Background: an optimization exercise with open tools, aiming at small area, a short achievable clock period and few clock cycles per item. Do not read the settings as production practice.
Where RTL was checked, it was by simulation tests only, not by an equivalence proof against the original.
For run 2, only the layout was checked, not whether the RTL still works.

==> flow/design.v (outline; a module is shown in full before it is edited, if it fits) <==
// module fpu_multiply: 949 lines
// module fast_power: 122 lines
module fast_power (
    input             clk,
    input             rst,
    input             start,
    input      [31:0] base,
    input      [31:0] exponent,
    output     [31:0] result,
    output reg        done
);
  // ...
==> flow/run.sh <==
#!/bin/bash
# synth_recipe.tcl (not shown) runs the flow's synth.tcl, then flattens the netlist and writes it again
# the make line also repeats each setting of config.mk as NAME=value (left out here)
make -C /OpenROAD-flow-scripts/flow DESIGN_CONFIG=/design/flow/config.mk WORK_HOME=/design/flow/orfs CLKGATE_MAP_FILE= SYNTH_SCRIPT=/design/flow/synth_recipe.tcl finish
==> flow/config.mk <==
export PLATFORM = sky130hd
export DESIGN_NAME = fast_power
export DESIGN_NICKNAME = fast_power
export VERILOG_FILES = /design/flow/design.v
export SDC_FILE = /design/flow/constraint.sdc
export NUM_CORES = 4
export LEC_CHECK = 0
export ABC_AREA = 1
export CAP_MARGIN = 60
export CORE_MARGIN = 2
export CORE_UTILIZATION = 40
export SLEW_MARGIN = 75
==> flow/constraint.sdc <==
create_clock -name core_clock -period 24.0 [get_ports {clk}]
set_input_delay 4.8000 -clock core_clock [delete_from_list [all_inputs] [get_ports {clk}]]
set_output_delay 4.8000 -clock core_clock [all_outputs]
set_load 0.01 [all_outputs]
==> impl_metrics.py, run 1 <==
metrics = {
    "outcome": {
        "status": "complete, no violations",
    },
    "clocking": {
        "cts_setup_buffers": 0,
        "clockBufferDepth": 2,
    },
    "floorplanning": {
        "rows": 87,
        "die_h_um": 244,
        "ios": 100,
        "start_util": 0.406,
    },
    "synth": {
        "muxShareOfSynthArea": 0.00130,
        "netlist.top_cell.by_area": "fa_1",
        "synth_compound_area_frac": 0.146,
        "synth.most_common_cell": "nand2_1",
        "ys_ff_latch": 125,
        "synthSimpleGateAreaFrac": 0.221,
        "seq_area_frac_synth": 0.126,
        "syn_inst": 3295,
    },
    "setup_path": {
        "critical-path-top-delay-family": "adder cells",
        "slowest_delay_ps": 550,
        "reg2reg_from": "x_f[13]$_DFF_P_",
        "endpoint": "x_f[18]$_DFF_P_",
        "crit_path_end_kind": "flop",
        "path_max_fanout": 23,
    },
    "global_route": {
        "use_met1": 0.383,
        "grt_util_all_layers": 0.291,
        "overflow": 0,
    },
    "final_layout": {
        "layout_common_cells": "nand2_1 (762), inv_1 (537), xor2_1 (271)",
        "drive_above_1_share": 0.0641,
        "mostFrequentLayoutCell": "nand2_1",
        "seq_area_um2": 2930,
        "nClkBuffers": 23,
        "clk_share": 0.0244,
    },
    "min_path": {
        "holdPathStages": 2,
        "hp-class": "reg -> reg",
    },
    "drt": {
        "viasPerCell": 5.61,
        "post-route-drc-count": 0,
    },
    "timing": {
        "setup_ws_ps": 16890,
        "min_period_over_period": 0.296,
        "clock.fmax_ghz": 0.141,
        "tns_ps": 0,
    },
}
Testbench counts, summed over its fixed seeds: cycles 59,928, items 2,400.
==> module fast_power, before the edit <==
module fast_power (
    input             clk,
    input             rst,
    input             start,
    input      [31:0] base,
    input      [31:0] exponent,
    output     [31:0] result,
    output reg        done
);
  reg        busy;
  reg        r_one;    
  reg        op_r;     
  reg [31:0] e;        
  reg        b_s;
  reg  [7:0] b_e;
  reg        b_l;
  reg [22:0] b_f;
  reg        r_s;
  reg  [7:0] r_e;
  reg        r_l;
  reg [22:0] r_f;
  reg [22:0] x_f;
  assign result = {r_s, r_e, r_f};
  wire b_den  = ~b_l & (|b_f);           
  wire r_den  = ~r_l & (|r_f);
  wire e_zero = ~(|e);
  wire e_last = ~(|e[31:1]);
  wire        x_s = op_r ? r_s : b_s;
  wire  [7:0] x_e = op_r ? r_e : b_e;
  wire        x_l = op_r ? r_l : b_l;
  wire [47:0] p;
  fpu_multiply mul (.x(b_f), .y(x_f), .p(p));
  wire        m_zero = ~(x_l & b_l);
  wire  [7:0] e_hi   = x_e + b_e + 8'd130;           
  wire  [7:0] e_lo   = x_e + b_e + 8'd129;
  wire  [7:0] m_e    = m_zero ? 8'd0 : (p[47] ? e_hi : e_lo);
  wire [22:0] m_f    = m_zero ? 23'd0 : (p[47] ? p[46:24] : p[45:23]);
  wire        m_s    = x_s ^ b_s;
  wire        m_l    = ~m_zero & (p[47] ? (|e_hi) : (|e_lo));
  wire cap      = ~busy & ~done;               
  wire do_bnorm = busy & b_den;
  wire do_rnorm = busy & ~b_den & op_r & r_den;
  wire do_rmul  = busy & ~b_den & op_r & ~r_den;
  wire do_step  = busy & ~b_den & ~op_r & ~e_zero;    
  wire do_copy  = do_step & e[0] & r_one;
  wire finish   = e_zero | ((do_rmul | do_step) & e_last);
  reg        b_s_n, r_s_n, b_l_n, r_l_n, op_r_n, r_one_n;
  reg  [7:0] b_e_n, r_e_n;
  reg [22:0] b_f_n, r_f_n;
  reg [31:0] e_n;
  always @(*) begin
    b_s_n = b_s;  b_e_n = b_e;  b_l_n = b_l;  b_f_n = b_f;
    r_s_n = r_s;  r_e_n = r_e;  r_l_n = r_l;  r_f_n = r_f;
    e_n = e;  op_r_n = op_r;  r_one_n = r_one;
    if (cap) begin
      e_n   = exponent;
      b_s_n = base[31];
      b_e_n = base[30:23];
      b_l_n = |base[30:23];
      b_f_n = base[22:0];
      r_s_n = 1'b0;
      r_e_n = 8'd127;
      r_l_n = 1'b1;
      r_f_n = 23'd0;
      r_one_n = 1'b1;
      op_r_n  = 1'b0;
    end
    if (do_bnorm) begin
      {b_l_n, b_f_n} = {b_f, 1'b0};
      b_e_n          = b_e - 8'd1;
    end
    if (do_rnorm) begin
      {r_l_n, r_f_n} = {r_f, 1'b0};
      r_e_n          = r_e - 8'd1;
    end
    if (do_rmul) begin
      r_s_n  = m_s;
      r_e_n  = m_e;
      r_l_n  = m_l;
      r_f_n  = m_f;
      op_r_n = 1'b0;
    end
    if (do_step) begin
      if (do_copy) begin
        r_s_n   = b_s;
        r_e_n   = b_e;
        r_l_n   = b_l;
        r_f_n   = b_f;
        r_one_n = 1'b0;
      end
      b_s_n  = m_s;
      b_e_n  = m_e;
      b_l_n  = m_l;
      b_f_n  = m_f;
      e_n    = e >> 1;
      op_r_n = e[1] & ~(r_one & ~e[0]);
    end
  end
  always @(posedge clk) begin
    b_s <= b_s_n;  b_e <= b_e_n;  b_l <= b_l_n;  b_f <= b_f_n;
    r_s <= r_s_n;  r_e <= r_e_n;  r_l <= r_l_n;  r_f <= r_f_n;
    e <= e_n;  op_r <= op_r_n;  r_one <= r_one_n;
    x_f <= op_r_n ? r_f_n : b_f_n;
  end
  always @(posedge clk) begin
    if (rst) begin
      busy <= 1'b0;
      done <= 1'b0;
    end else if (!busy) begin
      if (done) begin
        if (!start) done <= 1'b0;
      end else if (start) begin
        busy <= 1'b1;
      end
    end else if (!start) begin
      busy <= 1'b0;
    end else if (finish) begin
      busy <= 1'b0;
      done <= 1'b1;
    end
  end
endmodule
==> inputs of run 2 (changes only) <==
--- a/flow/design.v
+++ b/flow/design.v
@@ -970,3 +970,2 @@
   reg [22:0] r_f;
-  reg [22:0] x_f;
   assign result = {r_s, r_e, r_f};
@@ -979,4 +978,5 @@
   wire        x_l = op_r ? r_l : b_l;
+  wire [22:0] x_f = op_r ? r_f : b_f;
   wire [47:0] p;
-  fpu_multiply mul (.x(b_f), .y(x_f), .p(p));
+  fpu_multiply mul (.x(x_f), .y(b_f), .p(p));
   wire        m_zero = ~(x_l & b_l);
@@ -995,59 +995,25 @@
   wire finish   = e_zero | ((do_rmul | do_step) & e_last);
-  reg        b_s_n, r_s_n, b_l_n, r_l_n, op_r_n, r_one_n;
-  reg  [7:0] b_e_n, r_e_n;
-  reg [22:0] b_f_n, r_f_n;
-  reg [31:0] e_n;
-  always @(*) begin
-    b_s_n = b_s;  b_e_n = b_e;  b_l_n = b_l;  b_f_n = b_f;
-    r_s_n = r_s;  r_e_n = r_e;  r_l_n = r_l;  r_f_n = r_f;
-    e_n = e;  op_r_n = op_r;  r_one_n = r_one;
-    if (cap) begin
-      e_n   = exponent;
-      b_s_n = base[31];
-      b_e_n = base[30:23];
-      b_l_n = |base[30:23];
-      b_f_n = base[22:0];
-      r_s_n = 1'b0;
-      r_e_n = 8'd127;
-      r_l_n = 1'b1;
-      r_f_n = 23'd0;
-      r_one_n = 1'b1;
-      op_r_n  = 1'b0;
-    end
-    if (do_bnorm) begin
-      {b_l_n, b_f_n} = {b_f, 1'b0};
-      b_e_n          = b_e - 8'd1;
-    end
-    if (do_rnorm) begin
-      {r_l_n, r_f_n} = {r_f, 1'b0};
-      r_e_n          = r_e - 8'd1;
-    end
-    if (do_rmul) begin
-      r_s_n  = m_s;
-      r_e_n  = m_e;
-      r_l_n  = m_l;
-      r_f_n  = m_f;
-      op_r_n = 1'b0;
-    end
-    if (do_step) begin
-      if (do_copy) begin
-        r_s_n   = b_s;
-        r_e_n   = b_e;
-        r_l_n   = b_l;
-        r_f_n   = b_f;
-        r_one_n = 1'b0;
-      end
-      b_s_n  = m_s;
-      b_e_n  = m_e;
-      b_l_n  = m_l;
-      b_f_n  = m_f;
-      e_n    = e >> 1;
-      op_r_n = e[1] & ~(r_one & ~e[0]);
-    end
-  end
+  wire [32:0] b_v    = {b_s, b_e, b_l, b_f};
+  wire [32:0] r_v    = {r_s, r_e, r_l, r_f};
+  wire [32:0] m_v    = {m_s, m_e, m_l, m_f};
+  wire [32:0] base_v = {base[31], base[30:23], |base[30:23], base[22:0]};
+  wire [32:0] one_v  = {1'b0, 8'd127, 1'b1, 23'd0};
+  wire [32:0] b_sh   = {b_s, b_e - 8'd1, b_f, 1'b0};
+  wire [32:0] r_sh   = {r_s, r_e - 8'd1, r_f, 1'b0};
+  wire b_hold = ~(cap | do_bnorm | do_step);
+  wire r_hold = ~(cap | do_rnorm | do_rmul | do_copy);
+  wire [32:0] b_n = ({33{cap}} & base_v) | ({33{do_bnorm}} & b_sh) |
+                    ({33{do_step}} & m_v) | ({33{b_hold}} & b_v);
+  wire [32:0] r_n = ({33{cap}} & one_v) | ({33{do_rnorm}} & r_sh) |
+                    ({33{do_rmul}} & m_v) | ({33{do_copy}} & b_v) |
+                    ({33{r_hold}} & r_v);
+  wire        op_r_n  = cap ? 1'b0 :
+                        do_rmul ? 1'b0 :
+                        do_step ? (e[1] & ~(r_one & ~e[0])) : op_r;
+  wire        r_one_n = cap | (r_one & ~do_copy);
+  wire [31:0] e_n     = cap ? exponent : (do_step ? {1'b0, e[31:1]} : e);
   always @(posedge clk) begin
-    b_s <= b_s_n;  b_e <= b_e_n;  b_l <= b_l_n;  b_f <= b_f_n;
-    r_s <= r_s_n;  r_e <= r_e_n;  r_l <= r_l_n;  r_f <= r_f_n;
+    {b_s, b_e, b_l, b_f} <= b_n;
+    {r_s, r_e, r_l, r_f} <= r_n;
     e <= e_n;  op_r <= op_r_n;  r_one <= r_one_n;
-    x_f <= op_r_n ? r_f_n : b_f_n;
   end
==> impl_metrics.py, run 2 <==
metrics = {
    "setup_path": {
        "worstSetupStartpointType": "flop",
        "r2r_cells": 28,
        "path_max_fanout": 34,
        "crit_path_end_kind": "flop",
        "cpMostUsedCell": "fa_1",
        "timing.rr.end": "r_e[7]$_DFF_P_",
        "slowest_delay_ps": 610,
        "required_ps": 24280,
        "critical-path-top-delay-family": "adder cells",
        "cp.buffers_inverters": 8,
        "rrSetupSlack_ps": 16790,
        "cp.arrival_ps": 7490,
        "reg2reg_from": "op_r$_SDFFE_PP0P_",
        "cp_slowest_cell": "fa_1",
        "worstSetupPathType": "reg -> reg",
    },
    "drt": {
        "viasPerCell": 5.95,
        "vias": 21929,
        "postRouteAntennaNets": 0,
        "wl_um": 89300,
        "wl_per_cell_um": 24.2,
        "dr.pass1.iters": 6,
        "post-route-drc-count": 0,
        "drt-initial-drc-count": 2142,
    },
    "timing": {
        "tightestPinTransition_ps": 393,
        "fin_skew_ps": 14.8,
        "rsz0062_at_grt": "no",
        "setup_viol": 0,
        "min_period_over_period": 0.300,
        "finalHoldViolCount": 0,
        "slew_headroom": 0.738,
        "min_period_ps": 7210,
        "final_max_slew_viol_count": 0,
        "tns_ps": 0,
        "clock.fmax_ghz": 0.139,
    },
    "synth": {
        "ys.flop_type": "dfxtp_1",
        "ys_top_cells_by_area": "fa_1 (23%), nand2_1 (12%), xor2_1 (11%)",
        "ys_warn_count": 1,
        "synth_nets": 3397,
        "syn_inst": 2984,
        "avgSynthCellArea_um2": 7.15,
        "syn-cell-area_um2": 21300,
        "netlist.top_cell.by_area": "fa_1",
        "yosys.area.top_type_share": 0.233,
        "seq_area_frac_synth": 0.111,
        "synth.most_common_cell": "nand2_1",
        "synthDistinctLibCells": 48,
        "ys_async_sr_fraction": 0,
        "ys_top_cells_by_count": "nand2_1 (657), inv_1 (426), xor2_1 (271)",
        "synth_edf_count": 32,
        "ys_ff_latch": 102,
    },
    "final_layout": {
        "final_nets": 3408,
        "regMostFlops": "e",
        "area_growth_pct": 12.7,
        "drive_above_1_share": 0.0803,
        "largest_reg_flops": 32,
        "nFillCells": 5329,
        "design_area_um2": 24000,
        "mostFrequentLayoutCell": "nand2_1",
        "layout_common_cells": "nand2_1 (652), inv_1 (417), o22ai_1 (263)",
        "num_antenna_cells": 0,
    },
    "clocking": {
        "htree_levels": 3,
        "cts_root_buf": "clkbuf_16",
        "hold_buffers": 0,
        "cts_setup_buffers": 0,
        "clockBufferDepth": 2,
        "cts_buffers": 9,
        "cts.sinks": 102,
        "clk_latency_ps": 380,
        "path_clk_slew_ps": 90,
        "cts_resized": 0,
        "tritoncts": "yes",
    },
    "min_path": {
        "hp-class": "reg -> reg",
        "hp-start": "r_l$_DFF_P_",
        "hold_end": "r_l$_DFF_P_",
        "holdPathStages": 2,
    },
    "floorplanning": {
        "ios": 100,
        "core_um2": 52700,
        "die-area_um2": 55200,
        "rows": 84,
        "die_h_um": 235,
        "die_x_um": 235,
        "start_util": 0.405,
    },
    "global_route": {
        "overflow": 0,
        "grt_pass1_vias": 22105,
        "grt_util_all_layers": 0.315,
        "grt_max_degree": 53,
        "grt_pass1_wl_um": 134000,
        "antenna_found_initial": 1,
    },
    "placed_design": {
        "dpl_cell_area_um2": 23600,
        "portBuffers": 99,
        "post-dp-hpwl_um": 67000,
        "gp_congestion": 0.998,
    },
    "job": {
        "maxCapViolations": 0,
    },
    "outcome": {
        "status": "complete, no violations",
    },
}
[run 2: cell types whose count changed after synthesis, sizes merged, moves of 17 or more]
cell	delta
a21boi	-19
a21oi	+41
a31o	+21
clkbuf	-22
inv	-124
nand2	-125
nand3	-86
nand4	+20
nor2	+19
o211ai	-17
[run 2: tightest hold or removal path, cell delays in order (launching register included)]
cell and delay, ps:
dfxtp_1 340, a21oi_1 70, nand2_1 50
[run 2: layout make-up]
| type | instances | area, um2 | share of cell area |
|---|---|---|---|
| multi-input cells | 2249 | 16900 | 0.703 |
| flip-flops and latches | 102 | 2380 | 0.0991 |
| inverters | 453 | 1780 | 0.0741 |
| repair buffers | 180 | 1780 | 0.0740 |
| well taps | 688 | 861 | 0.0358 |
| clock buffers | 10 | 250 | 0.0104 |
| clock inverters | 6 | 86.3 | 0.00359 |
[run 2: cell families (layout without fill, tap and decap cells)]
group	Yosys count	after routing	synth area share
mux	1	1	0.000469
buf+inv	633	649	0.117
xor+xnor	281	281	0.115
simple gates	1033	1033	0.205
flops	102	102	0.111
compound gates	588	588	0.161
fa+ha+maj	346	346	0.290
[run 2: worst max-delay path by stage]
| stage | depth (start not counted) | slack, ps | end | from |
|---|---|---|---|---|
| final | 28 | 16790 | r_e[7]$_DFF_P_ | op_r$_SDFFE_PP0P_ |
| after global routing | 32 | 16430 | r_e[7]$_DFF_P_ | op_r$_SDFFE_PP0P_ |
| after CTS | 32 | 16840 | b_e[7]$_DFF_P_ | op_r$_SDFFE_PP0P_ |
| after detailed placement | 32 | 16870 | b_e[7]$_DFF_P_ | op_r$_SDFFE_PP0P_ |
| after global placement | 24 | 15700 | b_e[4]$_DFF_P_ | b_f[5]$_DFF_P_ |
| after floorplan | 28 | 17810 | r_e[0]$_DFF_P_ | b_f[21]$_DFF_P_ |
[run 2: layer usage]
metal | vias to the layer above | part of all wire | track usage
li1 | 9724 | - | -
met1 | 10706 | 0.40 | 0.405
met2 | 1238 | 0.46 | 0.513
met3 | 261 | 0.086 | 0.0455
met4 | 0 | 0.057 | 0.165
met5 | - | 0 | 0
[run 2: metrics by stage]
stage | hold slack, ps | cells | setup slack, ps | utilization
6_report | 485 | 3688 | 16790 | 0.456
3_5_place_dp | 461 | 3672 | 16870 | 0.449
5_1_grt | 509 | 3688 | 16430 | 0.456
2_1_floorplan | 435 | 2984 | 17810 | -
4_1_cts | 481 | 3688 | 16840 | 0.455
3_3_place_gp | 454 | 3642 | 15700 | 0.435

[separate check: timing with driven ports]
The results above use ideal ports. As a check the final layouts listed here were re-extracted and re-timed, cells and wires unchanged. Step 1: set_driving_cell puts a clkbuf_16 on clk and a buf_2 on each other input, an assumption about the parent block. Step 2, shift: input delay + t, output delay - t, t = (earliest + latest rising clock arrival at the registers) / 2. This alone moves slack from input paths to output paths. Slacks: no drivers / after step 1 / after step 2; pairs: no drivers / after step 1.
| run | t (ns) | setup slack, ns | hold WS [ns] | latest minus earliest clock arrival (ns) |
|---|---|---|---|---|
| run 1 | 0.468 | 16.892 / 16.892 / 16.892 | 0.509 / 0.509 / 0.509 | 0.012 / 0.012 |
| run 2 | 0.417 | 16.790 / 16.790 / 16.790 | 0.485 / 0.485 / 0.485 | 0.015 / 0.015 |
After both steps setup and hold are still met in every run listed.
